Source: an optimization exercise on an open RTL-to-GDS flow (aim: small area). Production flows keep margins and buffers that such runs may drop. At most, simulation tests tie the RTL to the original design; equivalence was not proved. Power figures rest on the tool's default switching activity, not on a simulated workload.

==> try-indigo <==
Design rxm_v23_sender, start of the top module:
module rxm_v23_sender (
input           nrst,         
input           enLatch,		 
input			rst_latch,		 
input			rst_p,			 
input			one_second_l,	 
input			gmiiClk,
input           gmiiRxDv,                                       
input  [7:0]   	gmiiRxD,                                       
input           gmiiRxErr, 
output			gmiiTxEn,	 
output [7:0]	gmiiTxDa,	 
output [7:0]	rx_data,		 
output			rx_end,			 
output			rx_da_en,		 
output			rxCrcErr,		 
output          findReset_l,
output          findDevice_l,		 
output          findDeviceEnd_l,
output			findInit_l,			 
output			findActive_l,
output			findSync_l,			 
output          findCtrl_l,
output          findEctrl_l,
output          findEdata_l,
output          findData_l,
output          findStstus_l,
output			findUnknow_l,
output			chk_pkt_cnt_l,
output [15:0]	pkt_cnt,
output [15:0]	sv_cnt,
input [15:0]	dropDaAddr,			 
output			dropDaEn,			 
output [7:0]	dropDa,				 
input [15:0]	addDaAddr,			 
output			addDaEn,			 
input [7:0]		addDa,				 
input [15:0]	dropStAddr,		 
output			dropStEn,			 
output [7:0]	dropStDa,			 
input [15:0]	addStAddr,			 
output			addStEn,			 
input [7:0]		addStDa,			 
output [15:0]	rxHostMac,		 
output [7:0]	rxLocalMac,		 
output [23:0]	rxDelayTime,	 
output [31:0]	rxCfgValue,		 
output [7:0]	rxLastCmd,		 
output [1:0]	mfc,			 
output [39:0]	rxRev,			 
output [7:0]	star_chNo,		 
input [7:0]		localMac,		 
output [15:0]	rxPacketNum,
output [15:0]	rxPacketCrcErrNum,
output [7:0]	rxDnmNum,			 
output 			localIndexAviable,	 
output [1:0]	mib_da2,
output			led_crc,			 
output			rxSfd
, output		lts					 
);
==> flow/config.mk <==
export PLATFORM = sky130hd
export DESIGN_NAME = rxm_v23_sender
export DESIGN_NICKNAME = rxm_v23_sender
export VERILOG_FILES = /design/flow/design.v
export SDC_FILE = /design/flow/constraint.sdc
export NUM_CORES = 4
export LEC_CHECK = 0
export CAP_MARGIN = 20
export CORE_MARGIN = 2
export CORE_UTILIZATION = 40
export SLEW_MARGIN = 20
==> flow/constraint.sdc <==
create_clock -name core_clock -period 8.0 [get_ports {gmiiClk}]
set_input_delay 1.6000 -clock core_clock [delete_from_list [all_inputs] [get_ports {gmiiClk}]]
set_output_delay 1.6000 -clock core_clock [all_outputs]
set_load 0.01 [all_outputs]
standard.sh (not shown) runs the stock make flow with config.mk's settings and CLKGATE_MAP_FILE= SYNTH_SCRIPT=/design/flow/synth_recipe.tcl, a recipe that flattens the netlist after the stock synthesis.
==> flow/flow/run.sh <==
#!/bin/bash
# Standard ORFS layout, with small port buffers and a leaner clock tree.
set -eo pipefail
export BUFFER_PORTS_ARGS="-buffer_cell sky130_fd_sc_hd__buf_1"
export CTS_ARGS="-sink_clustering_enable -repair_clock_nets -dont_use_dummy_load"
bash standard.sh finish > standard_flow.log 2>&1
==> try-sierra: changes against try-indigo <==
==> flow/flow/run.sh (replaced) <==
#!/bin/bash
# Standard ORFS layout, with small port buffers and a leaner clock tree.
set -eo pipefail
export BUFFER_PORTS_ARGS="-buffer_cell sky130_fd_sc_hd__buf_1"
export CTS_ARGS="-sink_clustering_enable -repair_clock_nets -dont_use_dummy_load -buf_list {sky130_fd_sc_hd__clkbuf_8} -sink_clustering_size 20 -sink_clustering_max_diameter 60"
bash standard.sh finish > standard_flow.log 2>&1
Settings changed: CORE_UTILIZATION 40 to 65, PLACE_DENSITY set to 0.75.
==> try-lagoon: changes against try-indigo <==
==> flow/run.sh (new file) <==
#!/bin/bash
# synth_recipe.tcl (not shown) runs the flow's synth.tcl, then flattens the netlist and writes it again
# the make line also repeats each setting of config.mk as NAME=value (left out here)
make -C /OpenROAD-flow-scripts/flow DESIGN_CONFIG=/design/flow/config.mk WORK_HOME=/design/flow/orfs CLKGATE_MAP_FILE= SYNTH_SCRIPT=/design/flow/synth_recipe.tcl finish
removed: flow/flow/run.sh
removed: flow/standard.sh
==> comparison <==
In sequential power, try-lagoon and try-indigo hardly differ.
First-iteration DRC count: try-lagoon < try-sierra < try-indigo.
Against try-sierra, the register-to-register slack of try-lagoon is lower by 0.07 ns.
In synthesized area, try-sierra and try-indigo do not differ.
Of try-lagoon and try-sierra, try-lagoon has the higher power (gap about 23%, measured against try-sierra).
Setup slack: try-indigo is better than try-lagoon (0.78 ns).
Of try-indigo and try-lagoon, try-lagoon has the higher combinational power (gap about 4%, measured against try-lagoon).
==> figures <==
Final cell count without fillers: try-sierra 3029; try-lagoon 3362; try-indigo 3318
Power Dens Cells: try-sierra 249 nW/um^2; try-lagoon 268 nW/um^2; try-indigo 273 nW/um^2
GR Layer Usage met2: try-sierra 51.0%; try-lagoon 34.5%; try-indigo 32.4%
Ratio of cells with drive above 1 in the final layout: try-sierra 11.1%; try-lagoon 12.7%; try-indigo 11.8%
Per-cell routed wire length: try-sierra 20.2 um; try-lagoon 20.0 um; try-indigo 19.4 um
Non-clk bufs: try-sierra 386; try-lagoon 384; try-indigo 386
Register share of total power: try-sierra 49.3%; try-lagoon 40.0%; try-indigo 43.1%
GP Congestion: try-sierra 0.974; try-lagoon 0.858; try-indigo 0.886
Result of the run: try-sierra complete, no violations; try-lagoon complete, no violations; try-indigo complete, no violations
Clock network area share: try-sierra 1.96%; try-lagoon 6.34%; try-indigo 5.10%
Layout-to-synthesis area ratio: try-sierra 1.085x; try-lagoon 1.248x; try-indigo 1.136x
Switching share of total power: try-sierra 34.2%; try-lagoon 31.4%; try-indigo 31.9%
Nets: try-sierra 2670; try-lagoon 2686; try-indigo 2689
Clk pwr share: try-sierra 18.6%; try-lagoon 33.1%; try-indigo 29.0%
Final non-filler cell area: try-sierra 26700 sq um; try-lagoon 30700 sq um; try-indigo 28000 sq um
Function was not checked in any run of this note: the RTL went through the layout flow alone.

========
==> inputs of cedar <==
rxm_v23_sender, a different RTL version from the one above (not shown whole).
export LEC_CHECK = 0
export CAP_MARGIN = 20
export CORE_MARGIN = 2
export CORE_UTILIZATION = 65
export PLACE_DENSITY = 0.75
export SLEW_MARGIN = 20
create_clock -name core_clock -period 8.0 [get_ports {gmiiClk}]
==> flow/flow/run.sh <==
#!/bin/bash
# Layout: the standard ORFS flow (standard.sh) with three changes:
#  1. synthesis maps the logic with a stronger ABC script (flow/abc.script, used in
#     place of ORFS's abc_speed.script) and leaves adders to ABC instead of mapping
#     them to the platform's adder cells (ADDER_MAP_FILE empty); everything else in
#     synthesis is unchanged, so the registers are the standard synthesis's.
#  2. ports are buffered with buf_1 cells.
#  3. a leaner clock tree: clkbuf_16 buffers, smaller clusters, no dummy loads.
# Each step's output goes to its own log in the work folder.
set -eo pipefail
W=$(pwd)
rm -rf "$W/scripts_abc"
cp -r "$FLOW_HOME/scripts" "$W/scripts_abc"
cp "$W/flow/abc.script" "$W/scripts_abc/abc_speed.script"
export BUFFER_PORTS_ARGS="-buffer_cell sky130_fd_sc_hd__buf_1"
export CTS_ARGS="-sink_clustering_enable -repair_clock_nets -dont_use_dummy_load -buf_list {sky130_fd_sc_hd__clkbuf_16} -sink_clustering_size 28 -sink_clustering_max_diameter 50"
ADDER_MAP_FILE= SCRIPTS_DIR="$W/scripts_abc" bash standard.sh synth > "$W/synth_flow.log" 2>&1
bash standard.sh finish > "$W/layout_flow.log" 2>&1
==> flow/flow/abc.script <==
strash
&get -n
&fraig -x
&put
scorr
dc2
dretime
strash
&get -n
&deepsyn -T 60
&dch -f
&nf -R 1000
&put
==> onyx: changes against cedar <==
--- a/flow/flow/run.sh
+++ b/flow/flow/run.sh
@@ -7,3 +7,3 @@
 #  2. ports are buffered with buf_1 cells.
-#  3. a leaner clock tree: clkbuf_16 buffers, smaller clusters, no dummy loads.
+#  3. a leaner clock tree: clkbuf_8 buffers, smaller clusters, no dummy loads.
 # Each step's output goes to its own log in the work folder.
@@ -15,3 +15,3 @@
 export BUFFER_PORTS_ARGS="-buffer_cell sky130_fd_sc_hd__buf_1"
-export CTS_ARGS="-sink_clustering_enable -repair_clock_nets -dont_use_dummy_load -buf_list {sky130_fd_sc_hd__clkbuf_16} -sink_clustering_size 28 -sink_clustering_max_diameter 50"
+export CTS_ARGS="-sink_clustering_enable -repair_clock_nets -dont_use_dummy_load -buf_list {sky130_fd_sc_hd__clkbuf_8} -sink_clustering_size 16 -sink_clustering_max_diameter 50"
 ADDER_MAP_FILE= SCRIPTS_DIR="$W/scripts_abc" bash standard.sh synth > "$W/synth_flow.log" 2>&1
--- a/flow/config.mk
+++ b/flow/config.mk
@@ -7,6 +7,6 @@
 export LEC_CHECK = 0
-export CAP_MARGIN = 20
+export CAP_MARGIN = 5
 export CORE_MARGIN = 2
-export CORE_UTILIZATION = 65
-export PLACE_DENSITY = 0.75
-export SLEW_MARGIN = 20
+export CORE_UTILIZATION = 80
+export PLACE_DENSITY = 0.88
+export SLEW_MARGIN = 5
==> tundra: changes against cedar <==
--- a/flow/flow/run.sh
+++ b/flow/flow/run.sh
@@ -7,3 +7,3 @@
 #  2. ports are buffered with buf_1 cells.
-#  3. a leaner clock tree: clkbuf_16 buffers, smaller clusters, no dummy loads.
+#  3. a leaner clock tree: clkbuf_8 buffers, smaller clusters, no dummy loads.
 # Each step's output goes to its own log in the work folder.
@@ -15,3 +15,3 @@
 export BUFFER_PORTS_ARGS="-buffer_cell sky130_fd_sc_hd__buf_1"
-export CTS_ARGS="-sink_clustering_enable -repair_clock_nets -dont_use_dummy_load -buf_list {sky130_fd_sc_hd__clkbuf_16} -sink_clustering_size 28 -sink_clustering_max_diameter 50"
+export CTS_ARGS="-sink_clustering_enable -repair_clock_nets -dont_use_dummy_load -buf_list {sky130_fd_sc_hd__clkbuf_8} -sink_clustering_size 16 -sink_clustering_max_diameter 50"
 ADDER_MAP_FILE= SCRIPTS_DIR="$W/scripts_abc" bash standard.sh synth > "$W/synth_flow.log" 2>&1
--- a/flow/config.mk
+++ b/flow/config.mk
@@ -9,4 +9,4 @@
 export CORE_MARGIN = 2
-export CORE_UTILIZATION = 65
-export PLACE_DENSITY = 0.75
+export CORE_UTILIZATION = 80
+export PLACE_DENSITY = 0.88
 export SLEW_MARGIN = 20
==> impl_metrics.csv <==
group,metric,value,unit
run_status,outcome,"complete, no violations",
setup_path,critPathSlowestCell,"and3_1",
route,met2WireLength,27310,um
final_layout,multi_input_area_share,0.3439,
route,drt-vias-per-instance,6.452,
route,detail_route.iter0.violations,1385,
sta,final.hold.worst_slack,348.7,ps
final_layout,sh_seq_area,0.5145,
grt,gr-usage-met2,0.5532,
# the run above: cedar

==> impl_metrics.csv <==
group,metric,value,unit
sta,maxSlewViolCount,16,
final_layout,antenna_cells_inserted,0,
sta,setup_tns,0,ps
flow_run,max_cap_violations,1,
setup_path,cp.arrival,4450,ps
sta,finalHoldViolCount,0,
synthesis,number_of_flops_mapped_to_enable_cells_by_yosys,0,
floorplanning,floorplan.tapcells,335,
run_status,failed_layout_checks,"max-capacitance violations, max-slew violations",
final_layout,sh_seq_area,0.5280,
route,detail_route.iter0.violations,2687,
route,met2WireLength,30560,um
sta,final.hold.worst_slack,365.5,ps
grt,gr-usage-met2,0.7273,
route,drt-vias-per-instance,7.244,
setup_path,critPathSlowestCell,"dfrtp_1",
pwr,clockPowerShare,0.227,
run_status,outcome,"failed layout checks",
synthesis,synth-xor-area-share,0.05717,
# the run above: onyx

==> impl_metrics.csv <==
group,metric,value,unit
synthesis,synth_top_family_by_area,"compound AO/OA/AOI/OAI gates",
grt,gr-usage-met2,0.7178,
route,met2WireLength,29390,um
clocking,cts.hold.buffers_added,0,
route,detailroute.via_count,17990,
setup_path,slowest_delay,560,ps
setup_path,critical_path.cell_chain,"clkinv_1 > nor3_1 > buf_4 > and3_1 > and2_0 > and3_1 > and2_0 > and3_1 > and2_0 > and3_1 > and2_0 > and3_1 > and3_1 > nor3_1",
place,dpl_cell_area,22650,um2
sta,final.hold.worst_slack,355.9,ps
setup_path,critPathSlowestCell,"dfrtp_1",
final_layout,multi_input_area_share,0.3527,
flow_run,max_cap_violations,0,
run_status,outcome,"complete, no violations",
route,drt-vias-per-instance,7.187,
route,detail_route.iter0.violations,2664,
setup_path,count_of_buffer_and_inverter_cells_on_the_critical_path,2,
final_layout,multi_input_area,8187,um2
final_layout,sh_seq_area,0.5275,
# the run above: tundra

## what the ideal ports hide
In the flow no input, the clock included, has a driving cell. The finished layouts below were timed again as built, in two steps. Step 1, drivers: a clkbuf_16 drives gmiiClk and a buf_2 each remaining input, both assumed. Step 2 adds t to the input delays and takes it off the output delays; t is the mean of the earliest and latest rising clock arrival at the registers after step 1. Input paths then give back, and output paths get back, about the clock's delay inside the block. Three values: ideal ports, drivers, drivers and shift; two values: the first two.
run	t, ns	slack for setup (ns)	hold WS [ns]	latest minus earliest clock arrival (ns)
try-indigo	0.649	4.437 / 4.415 / 4.415	0.346 / 0.346 / 0.346	0.077 / 0.077
try-sierra	0.657	4.362 / 4.340 / 4.240	0.347 / 0.347 / 0.347	0.094 / 0.095
try-lagoon	0.687	3.660 / 3.630 / 3.630	0.301 / 0.301 / 0.301	0.054 / 0.054
cedar	0.571	3.910 / 3.937 / 3.367	0.349 / 0.349 / 0.349	0.070 / 0.071
onyx	0.603	3.947 / 3.947 / 3.696	0.366 / 0.366 / 0.366	0.077 / 0.077
tundra	0.598	4.082 / 4.082 / 3.728	0.356 / 0.356 / 0.356	0.085 / 0.085
The setup slack of cedar, which loses most, moves by +0.027 ns with the drivers and by -0.543 ns with both steps.
